Context: an optimization exercise on an open-source flow, tuned for small area and a short achievable clock period. The choices shown serve that exercise and are no tape-out recipe. Only simulation tests tie the RTL to the original design; equivalence was not proved.

==> flow/design.v <==
`timescale 1 ns / 1 ps
module gaussian_lzd (
    input [60:0] data_in,         
    output [5:0] data_out         
);
wire [63:0] d;
wire p1 [31:0];
wire [31:0] v1;
wire [1:0] p2 [15:0];
wire [15:0] v2;
wire [2:0] p3 [7:0];
wire [7:0] v3;
wire [3:0] p4 [3:0];
wire [3:0] v4;
wire [4:0] p5 [1:0];
wire [1:0] v5;
wire [5:0] p6;
assign d = {data_in, 3'b111};     
assign p1[0 ] = ~d[1 ];
assign p1[1 ] = ~d[3 ];
assign p1[2 ] = ~d[5 ];
assign p1[3 ] = ~d[7 ];
assign p1[4 ] = ~d[9 ];
assign p1[5 ] = ~d[11];
assign p1[6 ] = ~d[13];
assign p1[7 ] = ~d[15];
assign p1[8 ] = ~d[17];
assign p1[9 ] = ~d[19];
assign p1[10] = ~d[21];
assign p1[11] = ~d[23];
assign p1[12] = ~d[25];
assign p1[13] = ~d[27];
assign p1[14] = ~d[29];
assign p1[15] = ~d[31];
assign p1[16] = ~d[33];
assign p1[17] = ~d[35];
assign p1[18] = ~d[37];
assign p1[19] = ~d[39];
assign p1[20] = ~d[41];
assign p1[21] = ~d[43];
assign p1[22] = ~d[45];
assign p1[23] = ~d[47];
assign p1[24] = ~d[49];
assign p1[25] = ~d[51];
assign p1[26] = ~d[53];
assign p1[27] = ~d[55];
assign p1[28] = ~d[57];
assign p1[29] = ~d[59];
assign p1[30] = ~d[61];
assign p1[31] = ~d[63];
assign v1[0 ] = d[0 ] | d[1 ];
assign v1[1 ] = d[2 ] | d[3 ];
assign v1[2 ] = d[4 ] | d[5 ];
assign v1[3 ] = d[6 ] | d[7 ];
assign v1[4 ] = d[8 ] | d[9 ];
assign v1[5 ] = d[10] | d[11];
assign v1[6 ] = d[12] | d[13];
assign v1[7 ] = d[14] | d[15];
assign v1[8 ] = d[16] | d[17];
assign v1[9 ] = d[18] | d[19];
assign v1[10] = d[20] | d[21];
assign v1[11] = d[22] | d[23];
assign v1[12] = d[24] | d[25];
assign v1[13] = d[26] | d[27];
assign v1[14] = d[28] | d[29];
assign v1[15] = d[30] | d[31];
assign v1[16] = d[32] | d[33];
assign v1[17] = d[34] | d[35];
assign v1[18] = d[36] | d[37];
assign v1[19] = d[38] | d[39];
assign v1[20] = d[40] | d[41];
assign v1[21] = d[42] | d[43];
assign v1[22] = d[44] | d[45];
assign v1[23] = d[46] | d[47];
assign v1[24] = d[48] | d[49];
assign v1[25] = d[50] | d[51];
assign v1[26] = d[52] | d[53];
assign v1[27] = d[54] | d[55];
assign v1[28] = d[56] | d[57];
assign v1[29] = d[58] | d[59];
assign v1[30] = d[60] | d[61];
assign v1[31] = d[62] | d[63];
assign p2[0 ] = {~v1[1 ], (v1[1 ] ? p1[1 ] : p1[0 ])};
assign p2[1 ] = {~v1[3 ], (v1[3 ] ? p1[3 ] : p1[2 ])};
assign p2[2 ] = {~v1[5 ], (v1[5 ] ? p1[5 ] : p1[4 ])};
assign p2[3 ] = {~v1[7 ], (v1[7 ] ? p1[7 ] : p1[6 ])};
assign p2[4 ] = {~v1[9 ], (v1[9 ] ? p1[9 ] : p1[8 ])};
assign p2[5 ] = {~v1[11], (v1[11] ? p1[11] : p1[10])};
assign p2[6 ] = {~v1[13], (v1[13] ? p1[13] : p1[12])};
assign p2[7 ] = {~v1[15], (v1[15] ? p1[15] : p1[14])};
assign p2[8 ] = {~v1[17], (v1[17] ? p1[17] : p1[16])};
assign p2[9 ] = {~v1[19], (v1[19] ? p1[19] : p1[18])};
assign p2[10] = {~v1[21], (v1[21] ? p1[21] : p1[20])};
assign p2[11] = {~v1[23], (v1[23] ? p1[23] : p1[22])};
assign p2[12] = {~v1[25], (v1[25] ? p1[25] : p1[24])};
assign p2[13] = {~v1[27], (v1[27] ? p1[27] : p1[26])};
assign p2[14] = {~v1[29], (v1[29] ? p1[29] : p1[28])};
assign p2[15] = {~v1[31], (v1[31] ? p1[31] : p1[30])};
assign v2[0 ] = v1[1 ] | v1[0 ];
assign v2[1 ] = v1[3 ] | v1[2 ];
assign v2[2 ] = v1[5 ] | v1[4 ];
assign v2[3 ] = v1[7 ] | v1[6 ];
assign v2[4 ] = v1[9 ] | v1[8 ];
assign v2[5 ] = v1[11] | v1[10];
assign v2[6 ] = v1[13] | v1[12];
assign v2[7 ] = v1[15] | v1[14];
assign v2[8 ] = v1[17] | v1[16];
assign v2[9 ] = v1[19] | v1[18];
assign v2[10] = v1[21] | v1[20];
assign v2[11] = v1[23] | v1[22];
assign v2[12] = v1[25] | v1[24];
assign v2[13] = v1[27] | v1[26];
assign v2[14] = v1[29] | v1[28];
assign v2[15] = v1[31] | v1[30];
assign p3[0] = {~v2[1 ], (v2[1 ] ? p2[1 ] : p2[0 ])};
assign p3[1] = {~v2[3 ], (v2[3 ] ? p2[3 ] : p2[2 ])};
assign p3[2] = {~v2[5 ], (v2[5 ] ? p2[5 ] : p2[4 ])};
assign p3[3] = {~v2[7 ], (v2[7 ] ? p2[7 ] : p2[6 ])};
assign p3[4] = {~v2[9 ], (v2[9 ] ? p2[9 ] : p2[8 ])};
assign p3[5] = {~v2[11], (v2[11] ? p2[11] : p2[10])};
assign p3[6] = {~v2[13], (v2[13] ? p2[13] : p2[12])};
assign p3[7] = {~v2[15], (v2[15] ? p2[15] : p2[14])};
assign v3[0] = v2[1 ] | v2[0 ];
assign v3[1] = v2[3 ] | v2[2 ];
assign v3[2] = v2[5 ] | v2[4 ];
assign v3[3] = v2[7 ] | v2[6 ];
assign v3[4] = v2[9 ] | v2[8 ];
assign v3[5] = v2[11] | v2[10];
assign v3[6] = v2[13] | v2[12];
assign v3[7] = v2[15] | v2[14];
assign p4[0] = {~v3[1], (v3[1] ? p3[1] : p3[0])};
assign p4[1] = {~v3[3], (v3[3] ? p3[3] : p3[2])};
assign p4[2] = {~v3[5], (v3[5] ? p3[5] : p3[4])};
assign p4[3] = {~v3[7], (v3[7] ? p3[7] : p3[6])};
assign v4[0] = v3[1] | v3[0];
assign v4[1] = v3[3] | v3[2];
assign v4[2] = v3[5] | v3[4];
assign v4[3] = v3[7] | v3[6];
assign p5[0] = {~v4[1], (v4[1] ? p4[1] : p4[0])};
assign p5[1] = {~v4[3], (v4[3] ? p4[3] : p4[2])};
assign v5[0] = v4[1] | v4[0];
assign v5[1] = v4[3] | v4[2];
assign p6 = {~v5[1], (v5[1] ? p5[1] : p5[0])};
assign data_out = p6;
endmodule
module gaussian_coef (
    input      [7:0]  addr,
    output     [16:0] c2,
    output     [16:0] k1,
    output     [17:0] kc
);
reg [51:0] d;
always @(*) begin
    case (addr)
        8'd0  : d = {17'd83840, 17'd28556, 18'd251090};
        8'd1  : d = {17'd48883, 17'd38871, 18'd254132};
        8'd2  : d = {17'd25920, 17'd44908, 18'd256919};
        8'd3  : d = {17'd8147, 17'd48119, 18'd259562};
        8'd4  : d = {17'd88988, 17'd52000, 18'd243293};
        8'd5  : d = {17'd59916, 17'd62965, 18'd245592};
        8'd6  : d = {17'd42707, 17'd70377, 18'd247604};
        8'd7  : d = {17'd31577, 17'd75674, 18'd249418};
        8'd8  : d = {17'd83526, 17'd64936, 18'd237005};
        8'd9  : d = {17'd57019, 17'd75231, 18'd238910};
        8'd10 : d = {17'd41464, 17'd82287, 18'd240545};
        8'd11 : d = {17'd31523, 17'd87431, 18'd241989};
        8'd12 : d = {17'd77411, 17'd73315, 18'd231621};
        8'd13 : d = {17'd52885, 17'd82855, 18'd233276};
        8'd14 : d = {17'd38533, 17'd89400, 18'd234681};
        8'd15 : d = {17'd29386, 17'd94180, 18'd235908};
        8'd16 : d = {17'd71990, 17'd79267, 18'd226851};
        8'd17 : d = {17'd49106, 17'd88138, 18'd228331};
        8'd18 : d = {17'd35743, 17'd94214, 18'd229577};
        8'd19 : d = {17'd27241, 17'd98649, 18'd230660};
        8'd20 : d = {17'd67363, 17'd83757, 18'd222531};
        8'd21 : d = {17'd45865, 17'd92058, 18'd223879};
        8'd22 : d = {17'd33332, 17'd97732, 18'd225009};
        8'd23 : d = {17'd25372, 17'd101867, 18'd225987};
        8'd24 : d = {17'd63422, 17'd87292, 18'd218557};
        8'd25 : d = {17'd43107, 17'd95106, 18'd219803};
        8'd26 : d = {17'd31282, 17'd100439, 18'd220843};
        8'd27 : d = {17'd23780, 17'd104319, 18'd221740};
        8'd28 : d = {17'd60040, 17'd90163, 18'd214862};
        8'd29 : d = {17'd40746, 17'd97559, 18'd216024};
        8'd30 : d = {17'd29530, 17'd102600, 18'd216992};
        8'd31 : d = {17'd22422, 17'd106263, 18'd217825};
        8'd32 : d = {17'd57109, 17'd92551, 18'd211394};
        8'd33 : d = {17'd38706, 17'd99587, 18'd212488};
        8'd34 : d = {17'd28020, 17'd104375, 18'd213397};
        8'd35 : d = {17'd21254, 17'd107850, 18'd214176};
        8'd36 : d = {17'd54545, 17'd94578, 18'd208119};
        8'd37 : d = {17'd36926, 17'd101296, 18'd209154};
        8'd38 : d = {17'd26705, 17'd105864, 18'd210013};
        8'd39 : d = {17'd20239, 17'd109177, 18'd210749};
        8'd40 : d = {17'd52279, 17'd96323, 18'd205007};
        8'd41 : d = {17'd35358, 17'd102763, 18'd205992};
        8'd42 : d = {17'd25549, 17'd107137, 18'd206808};
        8'd43 : d = {17'd19349, 17'd110305, 18'd207507};
        8'd44 : d = {17'd50262, 17'd97847, 18'd202038};
        8'd45 : d = {17'd33965, 17'd104038, 18'd202979};
        8'd46 : d = {17'd24525, 17'd108239, 18'd203758};
        8'd47 : d = {17'd18561, 17'd111281, 18'd204424};
        8'd48 : d = {17'd48452, 17'd99192, 18'd199194};
        8'd49 : d = {17'd32718, 17'd105159, 18'd200096};
        8'd50 : d = {17'd23609, 17'd109206, 18'd200843};
        8'd51 : d = {17'd17858, 17'd112134, 18'd201480};
        8'd52 : d = {17'd46818, 17'd100389, 18'd196460};
        8'd53 : d = {17'd31593, 17'd106155, 18'd197328};
        8'd54 : d = {17'd22785, 17'd110063, 18'd198046};
        8'd55 : d = {17'd17226, 17'd112888, 18'd198658};
        8'd56 : d = {17'd45333, 17'd101464, 18'd193825};
        8'd57 : d = {17'd30573, 17'd107047, 18'd194663};
        8'd58 : d = {17'd22038, 17'd110828, 18'd195355};
        8'd59 : d = {17'd16654, 17'd113561, 18'd195945};
        8'd60 : d = {17'd43976, 17'd102436, 18'd191280};
        8'd61 : d = {17'd29643, 17'd107852, 18'd192090};
        8'd62 : d = {17'd21358, 17'd111518, 18'd192758};
        8'd63 : d = {17'd16134, 17'd114167, 18'd193328};
        8'd64 : d = {17'd42731, 17'd103320, 18'd188816};
        8'd65 : d = {17'd28790, 17'd108582, 18'd189601};
        8'd66 : d = {17'd20735, 17'd112143, 18'd190248};
        8'd67 : d = {17'd15658, 17'd114714, 18'd190799};
        8'd68 : d = {17'd41583, 17'd104128, 18'd186425};
        8'd69 : d = {17'd28005, 17'd109249, 18'd187187};
        8'd70 : d = {17'd20163, 17'd112713, 18'd187815};
        8'd71 : d = {17'd15221, 17'd115213, 18'd188349};
        8'd72 : d = {17'd40521, 17'd104872, 18'd184103};
        8'd73 : d = {17'd27279, 17'd109862, 18'd184843};
        8'd74 : d = {17'd19634, 17'd113235, 18'd185453};
        8'd75 : d = {17'd14817, 17'd115670, 18'd185972};
        8'd76 : d = {17'd39534, 17'd105558, 18'd181842};
        8'd77 : d = {17'd26606, 17'd110426, 18'd182563};
        8'd78 : d = {17'd19143, 17'd113716, 18'd183157};
        8'd79 : d = {17'd14444, 17'd116090, 18'd183662};
        8'd80 : d = {17'd38614, 17'd106194, 18'd179639};
        8'd81 : d = {17'd25978, 17'd110949, 18'd180342};
        8'd82 : d = {17'd18687, 17'd114161, 18'd180921};
        8'd83 : d = {17'd14096, 17'd116479, 18'd181413};
        8'd84 : d = {17'd37754, 17'd106785, 18'd177490};
        8'd85 : d = {17'd25392, 17'd111434, 18'd178176};
        8'd86 : d = {17'd18261, 17'd114574, 18'd178741};
        8'd87 : d = {17'd13772, 17'd116839, 18'd179221};
        8'd88 : d = {17'd36948, 17'd107337, 18'd175391};
        8'd89 : d = {17'd24844, 17'd111886, 18'd176061};
        8'd90 : d = {17'd17862, 17'd114959, 18'd176613};
        8'd91 : d = {17'd13468, 17'd117174, 18'd177082};
        8'd92 : d = {17'd36190, 17'd107853, 18'd173339};
        8'd93 : d = {17'd24328, 17'd112310, 18'd173994};
        8'd94 : d = {17'd17488, 17'd115318, 18'd174533};
        8'd95 : d = {17'd13184, 17'd117487, 18'd174992};
        8'd96 : d = {17'd35477, 17'd108338, 18'd171330};
        8'd97 : d = {17'd23843, 17'd112706, 18'd171972};
        8'd98 : d = {17'd17136, 17'd115655, 18'd172499};
        8'd99 : d = {17'd12916, 17'd117780, 18'd172948};
        8'd100: d = {17'd34803, 17'd108794, 18'd169362};
        8'd101: d = {17'd23385, 17'd113079, 18'd169991};
        8'd102: d = {17'd16804, 17'd115971, 18'd170508};
        8'd103: d = {17'd12664, 17'd118055, 18'd170947};
        8'd104: d = {17'd34165, 17'd109224, 18'd167433};
        8'd105: d = {17'd22952, 17'd113431, 18'd168049};
        8'd106: d = {17'd16490, 17'd116269, 18'd168556};
        8'd107: d = {17'd12426, 17'd118314, 18'd168987};
        8'd108: d = {17'd33561, 17'd109630, 18'd165540};
        8'd109: d = {17'd22542, 17'd113763, 18'd166145};
        8'd110: d = {17'd16193, 17'd116550, 18'd166643};
        8'd111: d = {17'd12200, 17'd118558, 18'd167065};
        8'd112: d = {17'd32987, 17'd110015, 18'd163682};
        8'd113: d = {17'd22153, 17'd114077, 18'd164276};
        8'd114: d = {17'd15911, 17'd116817, 18'd164765};
        8'd115: d = {17'd11986, 17'd118789, 18'd165179};
        8'd116: d = {17'd32441, 17'd110380, 18'd161857};
        8'd117: d = {17'd21783, 17'd114375, 18'd162441};
        8'd118: d = {17'd15643, 17'd117069, 18'd162920};
        8'd119: d = {17'd11783, 17'd119008, 18'd163328};
        8'd120: d = {17'd31921, 17'd110728, 18'd160063};
        8'd121: d = {17'd21431, 17'd114658, 18'd160637};
        8'd122: d = {17'd15388, 17'd117308, 18'd161108};
        8'd123: d = {17'd11590, 17'd119216, 18'd161509};
        8'd124: d = {17'd31425, 17'd111058, 18'd158298};
        8'd125: d = {17'd21094, 17'd114927, 18'd158863};
        8'd126: d = {17'd15145, 17'd117536, 18'd159327};
        8'd127: d = {17'd11406, 17'd119414, 18'd159720};
        8'd128: d = {17'd30951, 17'd111373, 18'd156562};
        8'd129: d = {17'd20773, 17'd115184, 18'd157118};
        8'd130: d = {17'd14913, 17'd117753, 18'd157574};
        8'd131: d = {17'd11230, 17'd119602, 18'd157961};
        8'd132: d = {17'd30497, 17'd111674, 18'd154853};
        8'd133: d = {17'd20466, 17'd115429, 18'd155400};
        8'd134: d = {17'd14691, 17'd117959, 18'd155849};
        8'd135: d = {17'd11061, 17'd119781, 18'd156230};
        8'd136: d = {17'd30063, 17'd111961, 18'd153169};
        8'd137: d = {17'd20173, 17'd115663, 18'd153708};
        8'd138: d = {17'd14479, 17'd118157, 18'd154150};
        8'd139: d = {17'd10901, 17'd119952, 18'd154526};
        8'd140: d = {17'd29646, 17'd112236, 18'd151510};
        8'd141: d = {17'd19891, 17'd115887, 18'd152041};
        8'd142: d = {17'd14275, 17'd118346, 18'd152477};
        8'd143: d = {17'd10746, 17'd120116, 18'd152847};
        8'd144: d = {17'd29246, 17'd112500, 18'd149874};
        8'd145: d = {17'd19620, 17'd116101, 18'd150398};
        8'd146: d = {17'd14080, 17'd118527, 18'd150828};
        8'd147: d = {17'd10599, 17'd120273, 18'd151193};
        8'd148: d = {17'd28861, 17'd112753, 18'd148261};
        8'd149: d = {17'd19360, 17'd116307, 18'd148778};
        8'd150: d = {17'd13892, 17'd118701, 18'd149202};
        8'd151: d = {17'd10456, 17'd120424, 18'd149561};
        8'd152: d = {17'd28492, 17'd112997, 18'd146670};
        8'd153: d = {17'd19110, 17'd116505, 18'd147180};
        8'd154: d = {17'd13711, 17'd118868, 18'd147598};
        8'd155: d = {17'd10320, 17'd120568, 18'd147953};
        8'd156: d = {17'd28135, 17'd113231, 18'd145099};
        8'd157: d = {17'd18870, 17'd116695, 18'd145603};
        8'd158: d = {17'd13538, 17'd119028, 18'd146015};
        8'd159: d = {17'd10189, 17'd120707, 18'd146365};
        8'd160: d = {17'd27792, 17'd113456, 18'd143549};
        8'd161: d = {17'd18638, 17'd116877, 18'd144046};
        8'd162: d = {17'd13370, 17'd119182, 18'd144453};
        8'd163: d = {17'd10062, 17'd120840, 18'd144799};
        8'd164: d = {17'd27461, 17'd113673, 18'd142018};
        8'd165: d = {17'd18414, 17'd117054, 18'd142509};
        8'd166: d = {17'd13209, 17'd119331, 18'd142911};
        8'd167: d = {17'd9940, 17'd120968, 18'd143252};
        8'd168: d = {17'd27141, 17'd113882, 18'd140506};
        8'd169: d = {17'd18199, 17'd117223, 18'd140990};
        8'd170: d = {17'd13053, 17'd119474, 18'd141388};
        8'd171: d = {17'd9822, 17'd121092, 18'd141725};
        8'd172: d = {17'd26832, 17'd114084, 18'd139011};
        8'd173: d = {17'd17990, 17'd117387, 18'd139490};
        8'd174: d = {17'd12903, 17'd119612, 18'd139883};
        8'd175: d = {17'd9709, 17'd121212, 18'd140216};
        8'd176: d = {17'd26534, 17'd114279, 18'd137534};
        8'd177: d = {17'd17788, 17'd117545, 18'd138007};
        8'd178: d = {17'd12758, 17'd119745, 18'd138396};
        8'd179: d = {17'd9599, 17'd121327, 18'd138725};
        8'd180: d = {17'd26245, 17'd114467, 18'd136074};
        8'd181: d = {17'd17593, 17'd117698, 18'd136542};
        8'd182: d = {17'd12617, 17'd119874, 18'd136926};
        8'd183: d = {17'd9492, 17'd121438, 18'd137251};
        8'd184: d = {17'd25965, 17'd114649, 18'd134629};
        8'd185: d = {17'd17405, 17'd117846, 18'd135092};
        8'd186: d = {17'd12481, 17'd119998, 18'd135472};
        8'd187: d = {17'd9390, 17'd121546, 18'd135794};
        8'd188: d = {17'd25694, 17'd114826, 18'd133201};
        8'd189: d = {17'd17222, 17'd117989, 18'd133659};
        8'd190: d = {17'd12349, 17'd120119, 18'd134034};
        8'd191: d = {17'd9290, 17'd121650, 18'd134353};
        8'd192: d = {17'd25432, 17'd114997, 18'd131788};
        8'd193: d = {17'd17045, 17'd118128, 18'd132241};
        8'd194: d = {17'd12222, 17'd120235, 18'd132612};
        8'd195: d = {17'd9194, 17'd121751, 18'd132927};
        8'd196: d = {17'd25178, 17'd115163, 18'd130389};
        8'd197: d = {17'd16874, 17'd118262, 18'd130838};
        8'd198: d = {17'd12098, 17'd120348, 18'd131205};
        8'd199: d = {17'd9100, 17'd121848, 18'd131517};
        8'd200: d = {17'd24933, 17'd115323, 18'd129005};
        8'd201: d = {17'd16708, 17'd118392, 18'd129449};
        8'd202: d = {17'd11979, 17'd120458, 18'd129813};
        8'd203: d = {17'd9010, 17'd121943, 18'd130121};
        8'd204: d = {17'd24697, 17'd115479, 18'd127634};
        8'd205: d = {17'd16549, 17'd118518, 18'd128074};
        8'd206: d = {17'd11864, 17'd120564, 18'd128434};
        8'd207: d = {17'd8923, 17'd122035, 18'd128739};
        8'd208: d = {17'd24474, 17'd115630, 18'd126277};
        8'd209: d = {17'd16397, 17'd118641, 18'd126713};
        8'd210: d = {17'd11754, 17'd120667, 18'd127069};
        8'd211: d = {17'd8840, 17'd122124, 18'd127372};
        8'd212: d = {17'd24268, 17'd115776, 18'd124933};
        8'd213: d = {17'd16255, 17'd118759, 18'd125364};
        8'd214: d = {17'd11650, 17'd120767, 18'd125718};
        8'd215: d = {17'd8761, 17'd122210, 18'd126017};
        8'd216: d = {17'd24088, 17'd115916, 18'd123602};
        8'd217: d = {17'd16129, 17'd118874, 18'd124029};
        8'd218: d = {17'd11557, 17'd120864, 18'd124379};
        8'd219: d = {17'd8689, 17'd122294, 18'd124676};
        8'd220: d = {17'd23954, 17'd116050, 18'd122283};
        8'd221: d = {17'd16029, 17'd118984, 18'd122706};
        8'd222: d = {17'd11480, 17'd120957, 18'd123053};
        8'd223: d = {17'd8628, 17'd122375, 18'd123347};
        8'd224: d = {17'd23908, 17'd116176, 18'd120976};
        8'd225: d = {17'd15977, 17'd119088, 18'd121396};
        8'd226: d = {17'd11432, 17'd121046, 18'd121739};
        8'd227: d = {17'd8586, 17'd122452, 18'd122030};
        8'd228: d = {17'd24029, 17'd116291, 18'd119681};
        8'd229: d = {17'd16017, 17'd119185, 18'd120097};
        8'd230: d = {17'd11440, 17'd121130, 18'd120437};
        8'd231: d = {17'd8581, 17'd122526, 18'd120726};
        8'd232: d = {17'd24481, 17'd116389, 18'd118397};
        8'd233: d = {17'd16238, 17'd119273, 18'd118809};
        8'd234: d = {17'd11559, 17'd121207, 18'd119147};
        8'd235: d = {17'd8648, 17'd122595, 18'd119433};
        8'd236: d = {17'd0, 17'd117278, 18'd117124};
        8'd237: d = {17'd0, 17'd119880, 18'd117533};
        8'd238: d = {17'd0, 17'd121652, 18'd117867};
        8'd239: d = {17'd0, 17'd122937, 18'd118151};
        8'd240: d = {17'd0, 17'd131070, 18'd115862};
        8'd241: d = {17'd0, 17'd131070, 18'd116267};
        8'd242: d = {17'd0, 17'd131070, 18'd116599};
        8'd243: d = {17'd0, 17'd131070, 18'd116880};
        8'd244: d = {17'd0, 17'd131070, 18'd112139};
        8'd245: d = {17'd0, 17'd131070, 18'd113370};
        8'd246: d = {17'd0, 17'd131070, 18'd114611};
        8'd247: d = {17'd0, 17'd131070, 18'd115342};
        default: d = 52'd0;
    endcase
end
assign c2 = d[51:35];
assign k1 = d[34:18];
assign kc = d[17:0];
endmodule
`timescale 1 ns / 1 ps
module gaussian_ctg #(
    parameter INIT_Z1 = 64'd5030521883283424767,
    parameter INIT_Z2 = 64'd18445829279364155008,
    parameter INIT_Z3 = 64'd18436106298727503359
)
(
    input clk,
    input rstn,
    input ce,
    output [63:0] word,
    output word_rst
);
function [63:0] next1(input [63:0] z);
    next1 = {z[39:1], z[58:34] ^ z[63:39]};
endfunction
function [63:0] next2(input [63:0] z);
    next2 = {z[50:6], z[44:26] ^ z[63:45]};
endfunction
function [63:0] next3(input [63:0] z);
    next3 = {z[56:9], z[39:24] ^ z[63:48]};
endfunction
localparam [63:0] R1 = next1(INIT_Z1);
localparam [63:0] R2 = next2(INIT_Z2);
localparam [63:0] R3 = next3(INIT_Z3);
reg rst_r, ce_r;
reg [63:0] z1, z2, z3;
always @(posedge clk) begin
    rst_r <= !rstn;
    ce_r  <= ce;
end
always @(posedge clk) begin
    if (rst_r) begin
        z1 <= R1;
        z2 <= R2;
        z3 <= R3;
    end
    else if (ce_r) begin
        z1 <= next1(z1);
        z2 <= next2(z2);
        z3 <= next3(z3);
    end
end
assign word = z1 ^ z2 ^ z3;
assign word_rst = rst_r;
endmodule
`timescale 1 ns / 1 ps
module gaussian_interp (
    input clk,
    input rstn,
    input ce,
    input [63:0] word,
    input word_rst,
    output valid_out,
    output reg [15:0] data_out
);
reg [6:0] vld;
always @(posedge clk) begin
    if (!rstn)
        vld <= 7'd0;
    else
        vld <= {vld[5:0], ce};
end
assign valid_out = vld[6];
wire [5:0] lz;
gaussian_lzd u_gaussian_lzd (
    .data_in(word[63:3]),
    .data_out(lz)
);
reg [5:0]  a_lz;       
reg [5:0]  a_lzp;      
reg [1:0]  a_off;
reg [14:0] a_x;
reg        a_sign;
always @(posedge clk) begin
    a_lz   <= word_rst ? 6'd0 : lz;
    a_lzp  <= a_lz;
    a_off  <= {word[1], word[2]};
    a_x    <= {word[3], word[4], word[5], word[6], word[7],
               word[8], word[9], word[10], word[11], word[12],
               word[13], word[14], word[15], word[16], word[17]};
    a_sign <= word[0];
end
wire [16:0] c2, k1;
wire [17:0] kc;
gaussian_coef u_gaussian_coef (
    .addr({a_lz, a_off}),
    .c2(c2),
    .k1(k1),
    .kc(kc)
);
reg [14:0] mask_n;
integer i;
always @(*) begin
    for (i = 0; i < 15; i = i + 1)
        mask_n[i] = (a_lzp == 6'd46 + i);
end
reg [16:0] b_c2, b_k1;
reg [17:0] b_kc;
reg [14:0] b_x;
reg        b_sign;
always @(posedge clk) begin
    b_c2   <= c2;
    b_k1   <= k1;
    b_kc   <= kc;
    b_x    <= a_x & ~mask_n;
    b_sign <= a_sign;
end
reg [24:0] c_qlo;
reg [23:0] c_qhi;
reg [16:0] c_k1;
reg [17:0] c_kc;
reg [14:0] c_x;
reg        c_sign;
always @(posedge clk) begin
    c_qlo  <= b_x[7:0] * b_c2;
    c_qhi  <= b_x[14:8] * b_c2;
    c_k1   <= b_k1;
    c_kc   <= b_kc;
    c_x    <= b_x;
    c_sign <= b_sign;
end
wire [35:0] xsum = {c_k1, 19'd0} + {c_qhi, 8'd0} + c_qlo;
reg [15:0] d_n1;
reg [17:0] d_kc;
reg [14:0] d_x;
reg        d_sign;
always @(posedge clk) begin
    d_n1   <= ~xsum[35:20];
    d_kc   <= c_kc;
    d_x    <= c_x;
    d_sign <= c_sign;
end
reg [23:0] e_rlo;
reg [22:0] e_rhi;
reg [17:0] e_kc;
reg        e_sign;
always @(posedge clk) begin
    e_rlo  <= d_x[7:0] * d_n1;
    e_rhi  <= d_x[14:8] * d_n1;
    e_kc   <= d_kc;
    e_sign <= d_sign;
end
wire [37:0] usum = {1'b1, e_kc, 19'h7ffff} + {e_sign, 22'd0} + {e_rhi, 8'd0} + e_rlo;
always @(posedge clk) begin
    data_out <= usum[37:22] ^ {16{~e_sign}};
end
endmodule
`timescale 1 ns / 1 ps
module gaussian #(
    parameter INIT_Z1 = 64'd5030521883283424767,
    parameter INIT_Z2 = 64'd18445829279364155008,
    parameter INIT_Z3 = 64'd18436106298727503359
)
(
    input clk,
    input rstn,
    input ce,
    output valid_out,
    output [15:0] data_out
);
wire [63:0] word;      
wire        word_rst;  
gaussian_ctg #(
    .INIT_Z1(INIT_Z1),
    .INIT_Z2(INIT_Z2),
    .INIT_Z3(INIT_Z3)
) u_gaussian_ctg (
    .clk(clk),
    .rstn(rstn),
    .ce(ce),
    .word(word),
    .word_rst(word_rst)
);
gaussian_interp u_gaussian_interp (
    .clk(clk),
    .rstn(rstn),
    .ce(ce),
    .word(word),
    .word_rst(word_rst),
    .valid_out(valid_out),
    .data_out(data_out)
);
endmodule
==> flow/run.sh <==
#!/bin/bash
# synth_recipe.tcl (not shown) runs the flow's synth.tcl, then flattens the netlist and writes it again
# the make line also repeats each setting of config.mk as NAME=value (left out here)
make -C /OpenROAD-flow-scripts/flow DESIGN_CONFIG=/design/flow/config.mk WORK_HOME=/design/flow/orfs CLKGATE_MAP_FILE= SYNTH_SCRIPT=/design/flow/synth_recipe.tcl finish
==> flow/config.mk <==
export PLATFORM = sky130hd
export DESIGN_NAME = gaussian
export DESIGN_NICKNAME = gaussian
export VERILOG_FILES = /design/flow/design.v
export SDC_FILE = /design/flow/constraint.sdc
export NUM_CORES = 4
export LEC_CHECK = 0
export CAP_MARGIN = 20
export CORE_MARGIN = 2
export CORE_UTILIZATION = 40
export SLEW_MARGIN = 20
export SYNTH_MEMORY_MAX_BITS = 32768
==> flow/constraint.sdc <==
create_clock -name core_clock -period 8.0 [get_ports {clk}]
set_input_delay 1.6000 -clock core_clock [delete_from_list [all_inputs] [get_ports {clk}]]
set_output_delay 1.6000 -clock core_clock [all_outputs]
set_load 0.01 [all_outputs]
==> impl_metrics.yaml <==
setup_path:
  crit_chain: "and2_1 > fa_1 > fa_1 > fa_1 > inv_1 > fa_1 > inv_1 > ha_1 > a21o_1 > a21o_1 > a21oi_1 > nor2_1 > a2111oi_0 > o21bai_1 > a21oi_1 > xnor2_1"
  critPathArrivalTime_ns: 6.08
  cp_slowest_cell: "dfxtp_1"
  critPathLaunchType: "flop"
  r2r_start: "u_gaussian_interp.b_c2[9]"
  crit_start: "u_gaussian_interp.b_c2[9]"
  critPathKind: "flop to flop"
  path_max_fanout: 15
  r2r_slack_ns: 2.55
  r2r_cells: 16
  crit_end: "u_gaussian_interp.c_qhi[22]"
  critPathMaxStageDelay_ns: 0.99
  r2r_end: "u_gaussian_interp.c_qhi[22]"
  critPathCaptureType: "flop"
  worstPathRequired_ns: 8.63
  cpMostUsedCell: "fa_1"
synth:
  avgSynthCellArea_um2: 8.27
  yosys.cell_types.count: 88
  yosys.area.top_type_share_pct: 23.0
  ys_top_cells_by_area: "dfxtp_1, fa_1, ha_1"
  mappedNetlistArea_um2: 45500
  synth_flop_cell: "dfxtp_1"
  yosysTopAreaCell: "dfxtp_1"
  ys_ff_latch: 523
  syn_inst: 5499
  synth-edff-count: 0
  yosys_warnings: 4
  yosysSeqAreaShare_pct: 23.0
  synthesis.nets: 6139
  async_flop_share_pct: 0
detailed_routing:
  drt-initial-drc-count: 6809
  vias: 44400
  drtAntennaViolNets: 0
  routed_wl_um: 233000
  drc: 0
  routed_via_density: 6.41
  routedWlPerCell_um: 33.7
  firstDrtPassIters: 9
clock_network:
  htree_num_levels: 2
  root_buffer: "clkbuf_16"
  cts_buffers: 61
  cts-resized-gates: 0
  cts_tree: "done"
  clk_latency_ns: 0.70
  post_cts_buffers: 0
  clk_pin_slew_ns: 0.09
  clock_sinks: 523
  clockBufferDepth: 3
  cts_hold_buffers: 0
floorplan:
  io_pins: 20
  die-area_um2: 116000
  initial_core_util_pct: 40.4
  core-area_um2: 113000
  rows: 123
  die_w_um: 341
  die_y_um: 341
timing:
  tightestPinTransition_ns: 1.38
  report.final.slew_viol_count: 0
  fin_skew_ns: 0.0423
  finalCritPeriodShare_pct: 68.1
  slew_headroom_pct: 7.81
  period_minus_slack_ns: 5.45
  worst_slack_ns: 2.55
  max_freq_ghz: 0.183
  rsz0062_at_grt: "false"
  setup_tns_ns: 0
  final-hold-violation-count: 0
  finalSetupViolCount: 0
global_routing:
  grt_overflow: 0
  grt_pass1_wl_um: 325000
  grt_pass1_vias: 41700
  grt_max_degree: 105
  track_usage_pct: 39.3
  antenna_found_initial: 44
place:
  dpl.hpwl_um: 167000
  place.port_buffers: 19
  pre_cts_slack_ns: 2.61
  place_area_um2: 47300
  dpl.cell_count: 6777
  place.gp.congestion: 1.12
finish:
  drive_gt1_share_pct: 7.08
  nets: 5983
  num-fill-cells: 11400
  area_growth_pct: 8.82
  final_area_um2: 49500
  fin_util_pct: 44.0
  fin_cells: 6923
run_status:
  outcome: "complete, no violations"
min_path:
  hold_path_class: "flop to flop"
flow_run:
  max_cap_violations: 0
-- sequential cells by signal, indices dropped and copies added (netlist names), 7 cells and up --
signal and cells:
u_gaussian_ctg.z1 64, u_gaussian_ctg.z2 64, u_gaussian_ctg.z3 64, u_gaussian_interp.c_qhi 24, u_gaussian_interp.e_rlo 24, u_gaussian_interp.e_rhi 23, u_gaussian_interp.b_kc 18, u_gaussian_interp.c_kc 18
u_gaussian_interp.d_kc 18, u_gaussian_interp.e_kc 18, u_gaussian_interp.b_c2 17, u_gaussian_interp.b_k1 17, u_gaussian_interp.c_k1 17, u_gaussian_interp.c_qlo 17, u_gaussian_interp.d_n1 16, u_gaussian_interp.data_out 16
u_gaussian_interp.a_x 15, u_gaussian_interp.b_x 15, u_gaussian_interp.c_x 15, u_gaussian_interp.d_x 15, u_gaussian_interp.vld 7
-- worst min-delay path by stage --
stage / start / to / slack (ns) / cells past startpoint
after floorplan: u_gaussian_interp.a_sign / u_gaussian_interp.b_sign / 0.31 / 0
after global placement: u_gaussian_interp.d_kc[1] / u_gaussian_interp.e_kc[1] / 0.31 / 0
after detailed placement: u_gaussian_interp.b_kc[9] / u_gaussian_interp.c_kc[9] / 0.31 / 0
after CTS: u_gaussian_interp.b_kc[17] / u_gaussian_interp.c_kc[17] / 0.31 / 0
after global routing: u_gaussian_interp.b_kc[17] / u_gaussian_interp.c_kc[17] / 0.30 / 0
final: u_gaussian_interp.b_kc[17] / u_gaussian_interp.c_kc[17] / 0.30 / 0
-- worst max-delay path, delay by kind of cell (launching register included) --
kind | cells | cell delay [ns]
fa+ha+maj | 5 | 2.26
compound gates | 6 | 1.53
flops | 1 | 0.99
simple gates | 2 | 0.36
xor+xnor | 1 | 0.14
buf+inv | 2 | 0.09
-- stage by stage --
step | hold WS (ns)
final | 0.297
after global routing | 0.303
after CTS | 0.314
after detailed placement | 0.312
after global placement | 0.310
after floorplan | 0.310
-- cell families (layout without fill, tap and decap cells) --
family | Yosys count | after routing | synth area share, %
DFF | 523 | 523 | 23.0
and+or+nand+nor | 1781 | 1781 | 19.2
other | 0 | 31 | 0
adders and majority gates | 637 | 637 | 22.9
AOI/OAI and AO/OA | 1349 | 1349 | 19.8
xor gates and xnor gates | 295 | 295 | 6.00
muxes | 78 | 78 | 2.08
buffers and inverters | 836 | 729 | 6.97
-- synth_stat cells (94+ instances only) --
cell type  instances
a211oi_1         102
a21oi_1          338
and2_1           404
clkbuf_1         306
dfxtp_1          523
fa_1             329
ha_1             308
inv_1            441
nand2_1          452
nand3_1          106
nor2_1           443
nor2b_1          117
nor3_1            94
o21ai_0          268
xnor2_1          220
-- metal layers --
metal | up-vias | routed length (um) | global-route usage, %
met1 | 21700 | 93400 | 50.6
met3 | 1002 | 30000 | 16.9
li1 | 18600 | - | -
met4 | 30 | 18200 | 25.1
met2 | 3030 | 91500 | 53.4
met5 | - | 200 | 0
-- cells in the final DEF (no fill, tap or decap), types with 39 or more instances in the layout --
| cell type | instances |
|---|---|
| o311ai_0 | 39 |
| xor2_1 | 65 |
| buf_4 | 151 |
| mux2i_1 | 64 |
| fa_1 | 329 |
| ha_1 | 305 |
| clkbuf_16 | 61 |
| dfxtp_1 | 514 |
| xnor2_1 | 220 |
| nor2_1 | 434 |
| nand3_1 | 106 |
| a31oi_1 | 65 |
| o211ai_1 | 54 |
| nor2b_1 | 108 |
| or2_2 | 52 |
| o21ai_0 | 267 |
| a211oi_1 | 102 |
| inv_1 | 437 |
| a211o_1 | 84 |
| a21o_1 | 43 |
| and2_1 | 404 |
| nand2_1 | 450 |
| nor3_1 | 93 |
| a21oi_1 | 337 |
-- cell type report --
class	count	area (um^2)	share of cell area, %
Clock buffer	81	1680	3.40
Clock inverter	31	405	0.819
Antenna cell	31	77.6	0.157
Sequential cell	523	10500	21.2
Tap cell	1500	1880	3.79
Inverter	445	1670	3.38
Timing Repair Buffer	172	1360	2.74
Multi-Input combinational cell	4140	31900	64.5

[static timing again, ports no longer ideal]
How much do the figures lean on ideal ports? The routed layout below was timed once more, with nothing changed but the port constraints.
Step 1 assumes that a clkbuf_16 drives the clock port and a buf_2 every other input.
Step 2 also shifts input and output timing later by t, the mid clock arrival at the registers, as if the neighbouring blocks saw the same clock.
a / b / c = ideal / step 1 / step 2; a / b = the first two.
shift t [ns]: 0.770
setup slack, ns: 2.550 / 2.550 / 2.550
hold slack, ns: 0.297 / 0.297 / 0.297
worst setup path at the end: register to register
worst register clock-pin slew, ns: 0.09 / 0.09
After both steps setup and hold are still met in this run. For this run, drivers alone change the setup slack by 0.000 ns; drivers and shift together by 0.000 ns.
